Context: an optimization exercise on an open-source flow, tuned for small area. The choices shown serve that exercise and are no tape-out recipe.
Where RTL was checked, it was by simulation tests only, not by an equivalence proof against the original.
The clock input has no modelled driver; a real chip could not lean on it and would need a root buffer or a full tree.
Power figures rest on the tool's default switching activity, not on a simulated workload.

Setup of v21:
Design jtsf_objdraw, start of the top module:
module jtsf_objdraw(
    input              rst,
    input              clk,
    input              draw_cen,
    input              HINIT,
    input       [ 7:0] VF,
    input              flip,
    output reg  [ 4:0] objcnt,
    output reg  [ 3:0] pxlcnt,
    input       [15:0] objbuf_data,
    output reg  [16:0] obj_addr,
    input       [15:0] obj_data,
    input              rom_ok,
    output             HINIT_draw,
    output             rom_wait,
    output reg         draw_over,
    output reg  [ 8:0] posx,
    output reg  [ 3:0] pospal,
    output reg  [ 3:0] new_pxl
);
Size in the first run: about 500 cells after synthesis, roughly 90 flip-flops, ~92 I/O pins, roughly 4600 um2 of cells after synthesis.
==> flow/config.mk <==
export PLATFORM = sky130hd
export DESIGN_NAME = jtsf_objdraw
export DESIGN_NICKNAME = jtsf_objdraw
export VERILOG_FILES = /design/flow/design.v
export SDC_FILE = /design/flow/constraint.sdc
export NUM_CORES = 4
export LEC_CHECK = 0
export CAP_MARGIN = 20
export CORE_MARGIN = 2
export CORE_UTILIZATION = 40
export PLACE_DENSITY = 0.6
export SLEW_MARGIN = 20
==> flow/constraint.sdc <==
create_clock -name core_clock -period 8.0 [get_ports {clk}]
set_input_delay 1.6000 -clock core_clock [delete_from_list [all_inputs] [get_ports {clk}]]
set_output_delay 1.6000 -clock core_clock [all_outputs]
set_load 0.01 [all_outputs]
standard.sh (not shown) runs the stock make flow with config.mk's settings and CLKGATE_MAP_FILE= SYNTH_SCRIPT=/design/flow/synth_recipe.tcl, a recipe that flattens the netlist after the stock synthesis.
==> flow/flow/run.sh <==
#!/bin/bash
# Standard layout (the standard.sh: standard synthesis, floorplan, placement,
# routing, finish) with two changes:
#  - port buffers use the smallest buffer cell (buf_1)
#  - the clock tree is a single clock buffer placed at the centre of the
#    registers (cts_hook.tcl replaces the clock_tree_synthesis call of the
#    standard CTS step; the rest of that step, timing repair and legalisation,
#    runs unchanged)
HERE=$(cd "$(dirname "$0")" && pwd)
export BUFFER_PORTS_ARGS="-buffer_cell sky130_fd_sc_hd__buf_1"
export PRE_CTS_TCL="$HERE/cts_hook.tcl"
export CTS_ROOT_BUF="${CTS_ROOT_BUF:-sky130_fd_sc_hd__clkbuf_16}"
bash standard.sh > standard.log 2>&1
==> flow/flow/cts_hook.tcl <==
# Replaces clock_tree_synthesis for this design: one clock buffer drives every
# register clock pin. It sits at the centre of the registers.
proc clock_tree_synthesis { args } {
  set block [ord::get_db_block]
  set dbu [$block getDbUnitsPerMicron]
  set sx 0.0
  set sy 0.0
  set n 0
  foreach inst [$block getInsts] {
    if { [[$inst getMaster] isSequential] } {
      set bb [$inst getBBox]
      set sx [expr { $sx + ([$bb xMin] + [$bb xMax]) / 2.0 }]
      set sy [expr { $sy + ([$bb yMin] + [$bb yMax]) / 2.0 }]
      incr n
    }
  }
  set cx [expr { $sx / $n / $dbu }]
  set cy [expr { $sy / $n / $dbu }]
  puts "clock buffer $::env(CTS_ROOT_BUF) for $n registers at ($cx, $cy)"
  insert_buffer -buffer_cell $::env(CTS_ROOT_BUF) -net clk \
    -location [list $cx $cy] -buffer_name clkbuf_root -net_name clknet_root
  set net [$block findNet clknet_root]
  $net setSigType CLOCK
  set_propagated_clock [all_clocks]
}
What ended v21 was a tool error in 4_1_cts; the run never finished.
Edits applied to the flow inputs when going from v21 to v31:
==> flow/flow/run.sh <==
#!/bin/bash
export BUFFER_PORTS_ARGS="-buffer_cell sky130_fd_sc_hd__buf_1"
export CTS_ARGS="-sink_clustering_enable -repair_clock_nets -dont_use_dummy_load -buf_list {sky130_fd_sc_hd__clkbuf_16} -root_buf sky130_fd_sc_hd__clkbuf_16 -sink_clustering_size 100 -sink_clustering_max_diameter 500"
bash standard.sh > standard.log 2>&1
removed: flow/flow/cts_hook.tcl
[summary]
No stage failed in v31, and the final checks on the layout all came back clean. As far as routability congestion estimate goes, v21 and v31 are indistinguishable; the numbers are identical. On post-synthesis area per instance, v31 tracks v21 almost exactly. On area share of and/or/nand/nor cells after synthesis, v31 tracks v21 almost exactly. v21 → v31: number of standard cells after synthesis has remained practically unchanged, share of flip-flops with an asynchronous set or reset after synthesis saw little to no change, net count after synthesis stayed essentially flat, area share of fa/ha/maj cells after synthesis essentially unchanged, number of placed I/O pins comparable. Synthesized area: v21 vs v31 identical.
diff inputs: v31 => v37
==> flow/flow/run.sh <==
#!/bin/bash
# The standard layout (the standard.sh, standard synthesis unchanged) with:
#  - port buffers made with the smallest buffer cell (buf_1)
#  - clock tree synthesis without dummy load cells and with small clock buffers
export BUFFER_PORTS_ARGS="-buffer_cell sky130_fd_sc_hd__buf_1"
export CTS_ARGS="-sink_clustering_enable -repair_clock_nets -dont_use_dummy_load -buf_list {sky130_fd_sc_hd__clkbuf_4 sky130_fd_sc_hd__clkbuf_8} -root_buf sky130_fd_sc_hd__clkbuf_8"
bash standard.sh > standard.log 2>&1
### Flow results
Fmax: v37 vs v31, no meaningful difference
The met2 track demand over resource was comparable across v31 and v37.
Where overall power after layout is concerned, v31 is outperformed by v37.
For number of vias in the routed layout, v31 and v37 come out practically identical.
In v37 relative to v31, final wirelength had gone down slightly.
When v37 is set beside v31, its final critical-path required period turns out to be 4.3 ps larger.
Comparing v31 against v37, there is no change at all in multi-input logic area.
v31 and v37 ended up with nearly the same part of the cycle the worst path needs.
No functional check of the RTL was part of any run of this note.

========
Setup of wip/zinc:
jtsf_objdraw, a different RTL version from the one above (not shown whole).
Size in the first run: roughly 390 cells after synthesis, ~90 flip-flops, roughly 92 I/O pins, about 4200 sq um of cells after synthesis.
Settings: LEC_CHECK=0, CAP_MARGIN=20, CORE_MARGIN=2, CORE_UTILIZATION=65, GPL_TIMING_DRIVEN=0, PLACE_DENSITY=0.85, SLEW_MARGIN=20; clock period 8.0 ns.
==> flow/flow/run.sh <==
#!/bin/bash
# Standard layout (the standard.sh: standard synthesis, floorplan, placement,
# routing, finish) with two changes:
#  - port buffers use the smallest buffer cell (buf_1)
#  - the clock tree is built by cts_multi.tcl: the clock port drives four clock
#    buffers, each for one group of nearby registers (balanced k-means on the
#    placed register positions), placed at the centre of its group. It replaces
#    the clock_tree_synthesis call of the standard CTS step; the rest of that
#    step (timing repair, legalisation) runs unchanged.
# All tool output goes to standard.log here and to the ORFS logs under orfs/logs.
HERE=$(cd "$(dirname "$0")" && pwd)
export BUFFER_PORTS_ARGS="-buffer_cell sky130_fd_sc_hd__buf_1"
export PRE_CTS_TCL="$HERE/cts_multi.tcl"
export PRE_GLOBAL_ROUTE_TCL="$HERE/pre_grt.tcl"
export CTS_LEAVES=4
export CTS_SLACK_N=0
export CTS_LEAF_BUF=sky130_fd_sc_hd__buf_12
export CTS_ROOT_BUF=
bash standard.sh > standard.log 2>&1
==> flow/flow/cts_multi.tcl <==
proc clock_tree_synthesis { args } {
  set block [ord::get_db_block]
  set dbu [$block getDbUnitsPerMicron]
  set k $::env(CTS_LEAVES)
  set pts {}
  foreach pin [get_pins -hierarchical */CLK] {
    set inst [[sta::sta_to_db_pin $pin] getInst]
    set bb [$inst getBBox]
    lappend pts [list $pin [expr { ([$bb xMin] + [$bb xMax]) / 2.0 / $dbu }] \
                           [expr { ([$bb yMin] + [$bb yMax]) / 2.0 / $dbu }]]
  }
  set n [llength $pts]
  # initial centres: spread along the sorted x+y order
  set sorted [lsort -real -index 1 $pts]
  set cen {}
  for { set c 0 } { $c < $k } { incr c } {
    set p [lindex $sorted [expr { int(($c + 0.5) * $n / $k) }]]
    lappend cen [list [lindex $p 1] [lindex $p 2]]
  }
  set cap [expr { int(ceil(double($n) / $k)) + ($::env(CTS_SLACK_N)) }]
  for { set it 0 } { $it < 50 } { incr it } {
    # balanced assignment: each point to nearest centre with room left
    set cnt {}
    for { set c 0 } { $c < $k } { incr c } { lappend cnt 0 }
    set order {}
    foreach p $pts {
      set best 1e18
      foreach cc $cen {
        set d [expr { abs([lindex $p 1] - [lindex $cc 0]) + abs([lindex $p 2] - [lindex $cc 1]) }]
        if { $d < $best } { set best $d }
      }
      lappend order [list $p $best]
    }
    set asg {}
    foreach e [lsort -real -decreasing -index 1 $order] {
      set p [lindex $e 0]
      set best 1e18
      set bc 0
      for { set c 0 } { $c < $k } { incr c } {
        if { [lindex $cnt $c] >= $cap } { continue }
        set cc [lindex $cen $c]
        set d [expr { abs([lindex $p 1] - [lindex $cc 0]) + abs([lindex $p 2] - [lindex $cc 1]) }]
        if { $d < $best } { set best $d; set bc $c }
      }
      lset cnt $bc [expr { [lindex $cnt $bc] + 1 }]
      lappend asg [list $p $bc]
    }
    set ncen {}
    for { set c 0 } { $c < $k } { incr c } {
      set sx 0.0; set sy 0.0; set m 0
      foreach a $asg {
        if { [lindex $a 1] == $c } {
          set sx [expr { $sx + [lindex $a 0 1] }]
          set sy [expr { $sy + [lindex $a 0 2] }]
          incr m
        }
      }
      if { $m > 0 } { lappend ncen [list [expr { $sx / $m }] [expr { $sy / $m }]] } else { lappend ncen [lindex $cen $c] }
    }
    set cen $ncen
  }
  for { set c 0 } { $c < $k } { incr c } {
    set pins {}
    foreach a $asg { if { [lindex $a 1] == $c } { lappend pins [lindex $a 0 0] } }
    if { [llength $pins] == 0 } { continue }
    set cc [lindex $cen $c]
    puts "clock buffer $c: $::env(CTS_LEAF_BUF), [llength $pins] registers, at ($cc)"
    insert_buffer -buffer_cell $::env(CTS_LEAF_BUF) -net clk -load_pins $pins \
      -location $cc -buffer_name clkleaf_$c
  }
  if { [info exists ::env(CTS_ROOT_BUF)] && $::env(CTS_ROOT_BUF) ne "" } {
    # one root buffer between the clock port and the group buffers
    set sx 0.0; set sy 0.0
    foreach cc $cen { set sx [expr { $sx + [lindex $cc 0] }]; set sy [expr { $sy + [lindex $cc 1] }] }
    set rc [list [expr { $sx / $k }] [expr { $sy / $k }]]
    puts "clock root buffer: $::env(CTS_ROOT_BUF) at ($rc)"
    insert_buffer -buffer_cell $::env(CTS_ROOT_BUF) -net clk -location $rc -buffer_name clkroot
    foreach it [[$block findNet clk] getITerms] {
      foreach ot [[$it getInst] getITerms] {
        if { [$ot isOutputSignal] && [$ot getNet] ne "NULL" } { [$ot getNet] setSigType CLOCK }
      }
    }
  }
  foreach it [[$block findNet clk] getITerms] {
    foreach ot [[$it getInst] getITerms] {
      if { [$ot isOutputSignal] && [$ot getNet] ne "NULL" } { [$ot getNet] setSigType CLOCK }
    }
  }
  set_propagated_clock [all_clocks]
}
==> flow/flow/pre_grt.tcl <==
# Before global routing: downsize gates that synthesis sized up but that have
# timing slack to spare (OpenROAD's power recovery). The global-route step
# that follows repairs slew, capacitance and timing as usual.
if { [env_var_exists_and_non_empty DONT_USE_CELLS] } {
  set_dont_use $::env(DONT_USE_CELLS)
}
estimate_parasitics -placement
repair_timing -recover_power 100 -verbose
Setup changes, wip/zinc to wip/raven
# wip/zinc
export LEC_CHECK = 0
export CAP_MARGIN = 20
export CORE_MARGIN = 2
export CORE_UTILIZATION = 65
export GPL_TIMING_DRIVEN = 0
export PLACE_DENSITY = 0.85
export SLEW_MARGIN = 20
create_clock -name core_clock -period 8.0 [get_ports {clk}]
# wip/raven
export LEC_CHECK = 0
export CAP_MARGIN = 20
export CORE_MARGIN = 2
export CORE_UTILIZATION = 65
export PLACE_DENSITY = 0.85
export SLEW_MARGIN = 20
create_clock -name core_clock -period 8.0 [get_ports {clk}]
-- flow/flow/run.sh --
<<< wip/zinc, line 13
export PRE_CTS_TCL="$HERE/cts_multi.tcl"
export PRE_GLOBAL_ROUTE_TCL="$HERE/pre_grt.tcl"
export CTS_LEAVES=4
>>> wip/raven, line 13
export PRE_CTS_TCL="$HERE/cts_multi.tcl"
export CTS_LEAVES=4
removed: flow/flow/pre_grt.tcl
- Comparing first-pass iteration count of the detailed router for wip/zinc and wip/raven, the bigger number came from wip/zinc.
- wip/zinc → wip/raven: multi-input gate share of total cell area rose by 0.97 points; fraction of power spent switching nets rose by 0.41 points; total power after layout rose by 0.55%.
- Share of total power in the clock network was lower in wip/zinc than in wip/raven.
- Comparing wip/raven against wip/zinc, there is no change at all in max-cap check violation count.
For wip/indigo, these inputs were changed with respect to wip/raven:
# wip/raven
export LEC_CHECK = 0
export CAP_MARGIN = 20
export CORE_MARGIN = 2
export CORE_UTILIZATION = 65
export PLACE_DENSITY = 0.85
export SLEW_MARGIN = 20
create_clock -name core_clock -period 8.0 [get_ports {clk}]
# wip/indigo
export LEC_CHECK = 0
export CAP_MARGIN = 10
export CORE_MARGIN = 2
export CORE_UTILIZATION = 65
export GPL_TIMING_DRIVEN = 0
export PLACE_DENSITY = 0.85
export SLEW_MARGIN = 10
create_clock -name core_clock -period 8.0 [get_ports {clk}]
-- flow/flow/run.sh --
<<< wip/raven, line 13
export PRE_CTS_TCL="$HERE/cts_multi.tcl"
export CTS_LEAVES=4
export CTS_SLACK_N=0
export CTS_LEAF_BUF=sky130_fd_sc_hd__buf_12
export CTS_ROOT_BUF=
>>> wip/indigo, line 13
export PRE_CTS_TCL="$HERE/cts_multi.tcl"
export PRE_GLOBAL_ROUTE_TCL="$HERE/pre_grt.tcl"
export PRE_GLOBAL_PLACE_TCL="$HERE/pre_gpl.tcl"
export CTS_LEAF_BUFS="sky130_fd_sc_hd__buf_12 sky130_fd_sc_hd__buf_12 sky130_fd_sc_hd__buf_8 sky130_fd_sc_hd__buf_8"
export CTS_LEAF_WEIGHTS="0.096 0.096 0.069 0.069"
export CTS_ROOT_BUF=
-- flow/flow/cts_multi.tcl --
<<< wip/raven, line 3
  set dbu [$block getDbUnitsPerMicron]
  set k $::env(CTS_LEAVES)
  set pts {}
>>> wip/indigo, line 3
  set dbu [$block getDbUnitsPerMicron]
  set bufs $::env(CTS_LEAF_BUFS)
  set wts $::env(CTS_LEAF_WEIGHTS)
  set k [llength $bufs]
  set pts {}
<<< wip/raven, line 19
  }
  set cap [expr { int(ceil(double($n) / $k)) + ($::env(CTS_SLACK_N)) }]
  for { set it 0 } { $it < 50 } { incr it } {
>>> wip/indigo, line 21
  }
  set wsum 0.0
  foreach w $wts { set wsum [expr { $wsum + $w }] }
  set caps {}
  foreach w $wts { lappend caps [expr { int(ceil($n * $w / $wsum)) }] }
  for { set it 0 } { $it < 50 } { incr it } {
<<< wip/raven, line 39
      for { set c 0 } { $c < $k } { incr c } {
        if { [lindex $cnt $c] >= $cap } { continue }
        set cc [lindex $cen $c]
>>> wip/indigo, line 44
      for { set c 0 } { $c < $k } { incr c } {
        if { [lindex $cnt $c] >= [lindex $caps $c] } { continue }
        set cc [lindex $cen $c]
<<< wip/raven, line 66
    set cc [lindex $cen $c]
    puts "clock buffer $c: $::env(CTS_LEAF_BUF), [llength $pins] registers, at ($cc)"
    insert_buffer -buffer_cell $::env(CTS_LEAF_BUF) -net clk -load_pins $pins \
      -location $cc -buffer_name clkleaf_$c
>>> wip/indigo, line 71
    set cc [lindex $cen $c]
    puts "clock buffer $c: [lindex $bufs $c], [llength $pins] registers, at ($cc)"
    insert_buffer -buffer_cell [lindex $bufs $c] -net clk -load_pins $pins \
      -location $cc -buffer_name clkleaf_$c
==> flow/flow/pre_gpl.tcl (new file) <==
# Before global placement: remove the buffers synthesis inserted (the
# standard flow does this only for timing-driven placement, which is off
# here); the resizer step after placement repairs slew and capacitance.
remove_buffers
==> flow/flow/pre_grt.tcl (new file) <==
# Before global routing: downsize gates that synthesis sized up but that have
# timing slack to spare (OpenROAD's power recovery). The global-route step
# that follows repairs slew, capacitance and timing as usual.
if { [env_var_exists_and_non_empty DONT_USE_CELLS] } {
  set_dont_use $::env(DONT_USE_CELLS)
}
estimate_parasitics -placement
repair_timing -recover_power 100 -verbose
==> results.txt <==
wip/indigo vs. wip/raven: post-route minimum period fell 18 ps, utilization fell 0.46 points, fmax climbed about 0.36%.
NOTE: combinational power in wip/indigo falls short of that of wip/raven
| number of cells in the finished layout apart from fillers | wip/indigo vs wip/raven | ≈ equal |
Setup changes, wip/indigo to wip/yarrow
# wip/indigo
export LEC_CHECK = 0
export CAP_MARGIN = 10
export CORE_MARGIN = 2
export CORE_UTILIZATION = 65
export GPL_TIMING_DRIVEN = 0
export PLACE_DENSITY = 0.85
export SLEW_MARGIN = 10
create_clock -name core_clock -period 8.0 [get_ports {clk}]
# wip/yarrow
export LEC_CHECK = 0
export CAP_MARGIN = 20
export CORE_MARGIN = 2
export CORE_UTILIZATION = 65
export GPL_TIMING_DRIVEN = 0
export PLACE_DENSITY = 0.85
export SLEW_MARGIN = 20
create_clock -name core_clock -period 8.0 [get_ports {clk}]
-- flow/flow/run.sh --
<<< wip/indigo, line 15
export PRE_GLOBAL_PLACE_TCL="$HERE/pre_gpl.tcl"
export CTS_LEAF_BUFS="sky130_fd_sc_hd__buf_12 sky130_fd_sc_hd__buf_12 sky130_fd_sc_hd__buf_8 sky130_fd_sc_hd__buf_8"
export CTS_LEAF_WEIGHTS="0.096 0.096 0.069 0.069"
export CTS_ROOT_BUF=
>>> wip/yarrow, line 15
export PRE_GLOBAL_PLACE_TCL="$HERE/pre_gpl.tcl"
export CTS_LEAVES=4
export CTS_SLACK_N=0
export CTS_LEAF_BUF=sky130_fd_sc_hd__buf_12
export CTS_ROOT_BUF=
-- flow/flow/cts_multi.tcl --
<<< wip/indigo, line 3
  set dbu [$block getDbUnitsPerMicron]
  set bufs $::env(CTS_LEAF_BUFS)
  set wts $::env(CTS_LEAF_WEIGHTS)
  set k [llength $bufs]
  set pts {}
>>> wip/yarrow, line 3
  set dbu [$block getDbUnitsPerMicron]
  set k $::env(CTS_LEAVES)
  set pts {}
<<< wip/indigo, line 21
  }
  set wsum 0.0
  foreach w $wts { set wsum [expr { $wsum + $w }] }
  set caps {}
  foreach w $wts { lappend caps [expr { int(ceil($n * $w / $wsum)) }] }
  for { set it 0 } { $it < 50 } { incr it } {
>>> wip/yarrow, line 19
  }
  set cap [expr { int(ceil(double($n) / $k)) + ($::env(CTS_SLACK_N)) }]
  for { set it 0 } { $it < 50 } { incr it } {
<<< wip/indigo, line 44
      for { set c 0 } { $c < $k } { incr c } {
        if { [lindex $cnt $c] >= [lindex $caps $c] } { continue }
        set cc [lindex $cen $c]
>>> wip/yarrow, line 39
      for { set c 0 } { $c < $k } { incr c } {
        if { [lindex $cnt $c] >= $cap } { continue }
        set cc [lindex $cen $c]
<<< wip/indigo, line 71
    set cc [lindex $cen $c]
    puts "clock buffer $c: [lindex $bufs $c], [llength $pins] registers, at ($cc)"
    insert_buffer -buffer_cell [lindex $bufs $c] -net clk -load_pins $pins \
      -location $cc -buffer_name clkleaf_$c
>>> wip/yarrow, line 66
    set cc [lindex $cen $c]
    puts "clock buffer $c: $::env(CTS_LEAF_BUF), [llength $pins] registers, at ($cc)"
    insert_buffer -buffer_cell $::env(CTS_LEAF_BUF) -net clk -load_pins $pins \
      -location $cc -buffer_name clkleaf_$c
==> results.txt <==
- wip/yarrow consumes more power than wip/indigo does.
- When wip/yarrow is measured against wip/indigo, its final standard cell area without fillers turns out about 0.4% higher.
- Critical path arrival delta (wip/indigo -> wip/yarrow): insignificant
- Compared with wip/indigo, in wip/yarrow global-route wire length before repair saw an increase; setup slack of the critical path after layout shows a reduction of 11 ps; sequential cell count roughly the same.
[inputs] wip/sierra vs wip/yarrow
# wip/yarrow
export LEC_CHECK = 0
export CAP_MARGIN = 20
export CORE_MARGIN = 2
export CORE_UTILIZATION = 65
export GPL_TIMING_DRIVEN = 0
export PLACE_DENSITY = 0.85
export SLEW_MARGIN = 20
create_clock -name core_clock -period 8.0 [get_ports {clk}]
# wip/sierra
export LEC_CHECK = 0
export CAP_MARGIN = 20
export CORE_MARGIN = 2
export CORE_UTILIZATION = 65
export PLACE_DENSITY = 0.85
export SLEW_MARGIN = 20
create_clock -name core_clock -period 8.0 [get_ports {clk}]
-- flow/flow/run.sh --
<<< wip/yarrow, line 14
export PRE_GLOBAL_ROUTE_TCL="$HERE/pre_grt.tcl"
export PRE_GLOBAL_PLACE_TCL="$HERE/pre_gpl.tcl"
export CTS_LEAVES=4
>>> wip/sierra, line 14
export PRE_GLOBAL_ROUTE_TCL="$HERE/pre_grt.tcl"
export CTS_LEAVES=4
removed: flow/flow/pre_gpl.tcl
==> comparison <==
wip/sierra has less setup slack than wip/yarrow. Delta (wip/sierra minus wip/yarrow): number of failing setup endpoints in the final timing report held, final core utilization ~0 delta, design area flat, filler-free cell count of the finished design has increased, wire length reported by the detailed router +about 3%. Diff wip/yarrow and wip/sierra: post-layout total power higher in wip/yarrow. On final HPWL from detailed placement, wip/yarrow beats wip/sierra. For wip/yarrow, the startpoint of the worst setup timing path was objbuf_data[0], unlike wip/sierra, where it was flip.
### wip/sierra -> wip/juniper
-- flow/flow/run.sh --
<<< wip/sierra, line 14
export PRE_GLOBAL_ROUTE_TCL="$HERE/pre_grt.tcl"
export CTS_LEAVES=4
export CTS_SLACK_N=0
export CTS_LEAF_BUF=sky130_fd_sc_hd__buf_12
export CTS_ROOT_BUF=
>>> wip/juniper, line 14
export PRE_GLOBAL_ROUTE_TCL="$HERE/pre_grt.tcl"
export CTS_LEAF_BUFS="sky130_fd_sc_hd__buf_12 sky130_fd_sc_hd__buf_12 sky130_fd_sc_hd__buf_8 sky130_fd_sc_hd__buf_8"
export CTS_LEAF_WEIGHTS="0.096 0.096 0.069 0.069"
export CTS_ROOT_BUF=
-- flow/flow/cts_multi.tcl --
<<< wip/sierra, line 3
  set dbu [$block getDbUnitsPerMicron]
  set k $::env(CTS_LEAVES)
  set pts {}
>>> wip/juniper, line 3
  set dbu [$block getDbUnitsPerMicron]
  set bufs $::env(CTS_LEAF_BUFS)
  set wts $::env(CTS_LEAF_WEIGHTS)
  set k [llength $bufs]
  set pts {}
<<< wip/sierra, line 19
  }
  set cap [expr { int(ceil(double($n) / $k)) + ($::env(CTS_SLACK_N)) }]
  for { set it 0 } { $it < 50 } { incr it } {
>>> wip/juniper, line 21
  }
  set wsum 0.0
  foreach w $wts { set wsum [expr { $wsum + $w }] }
  set caps {}
  foreach w $wts { lappend caps [expr { int(ceil($n * $w / $wsum)) }] }
  for { set it 0 } { $it < 50 } { incr it } {
<<< wip/sierra, line 39
      for { set c 0 } { $c < $k } { incr c } {
        if { [lindex $cnt $c] >= $cap } { continue }
        set cc [lindex $cen $c]
>>> wip/juniper, line 44
      for { set c 0 } { $c < $k } { incr c } {
        if { [lindex $cnt $c] >= [lindex $caps $c] } { continue }
        set cc [lindex $cen $c]
<<< wip/sierra, line 66
    set cc [lindex $cen $c]
    puts "clock buffer $c: $::env(CTS_LEAF_BUF), [llength $pins] registers, at ($cc)"
    insert_buffer -buffer_cell $::env(CTS_LEAF_BUF) -net clk -load_pins $pins \
      -location $cc -buffer_name clkleaf_$c
>>> wip/juniper, line 71
    set cc [lindex $cen $c]
    puts "clock buffer $c: [lindex $bufs $c], [llength $pins] registers, at ($cc)"
    insert_buffer -buffer_cell [lindex $bufs $c] -net clk -load_pins $pins \
      -location $cc -buffer_name clkleaf_$c
[summary]
The leakage power summed over all cells on wip/sierra is in line with that on wip/juniper. Cell area after synthesis came out exactly the same in wip/sierra and wip/juniper. On clock skew: between wip/sierra and wip/juniper, it ends up higher for wip/juniper. Setup slack for wip/juniper: 12 ps up relative to wip/sierra. On total wire length: between wip/sierra and wip/juniper, it ends up lower for wip/sierra. [compare] base=wip/sierra new=wip/juniper: relative contribution of combinational cells to total power has remained practically unchanged, global routing met3 resource utilization has remained practically unchanged.
No run of this note takes its clock network from TritonCTS; it comes from the design's own scripts or RTL.

==> separate check: timing with driven ports <==
No port has a modelled driver above. Below, the same layouts with a new extraction and two added sets of constraints.
Step 1, drivers: a clkbuf_16 drives clk and a buf_2 each remaining input, both assumed.
Step 2 adds t to the input delays and takes it off the output delays; t is the mean of the earliest and latest rising clock arrival at the registers after step 1. Input paths then give back, and output paths get back, about the clock's delay inside the block.
Slacks: ideal / step 1 / step 2; pairs: ideal / step 1.
| run | t (ns) | slack for setup (ns) | pins driven straight from the clock port |
|---|---|---|---|
| v31 | 0.371 | 4.000 / 3.966 / 3.733 | 1 |
| v37 | 0.379 | 3.996 / 3.961 / 3.760 | 1 |
| wip/zinc | 0.206 | 3.069 / 3.130 / 2.924 | 4 |
| wip/raven | 0.205 | 3.038 / 3.095 / 2.890 | 4 |
| wip/indigo | 0.206 | 3.056 / 3.106 / 2.900 | 4 |
| wip/yarrow | 0.203 | 3.045 / 3.098 / 2.895 | 4 |
| wip/sierra | 0.207 | 3.038 / 3.096 / 2.889 | 4 |
| wip/juniper | 0.213 | 3.050 / 3.104 / 2.891 | 4 |
After both steps setup and hold are still met in every run listed. The setup slack of v31, which loses most, moves by -0.034 ns with the drivers and by -0.267 ns with both steps.
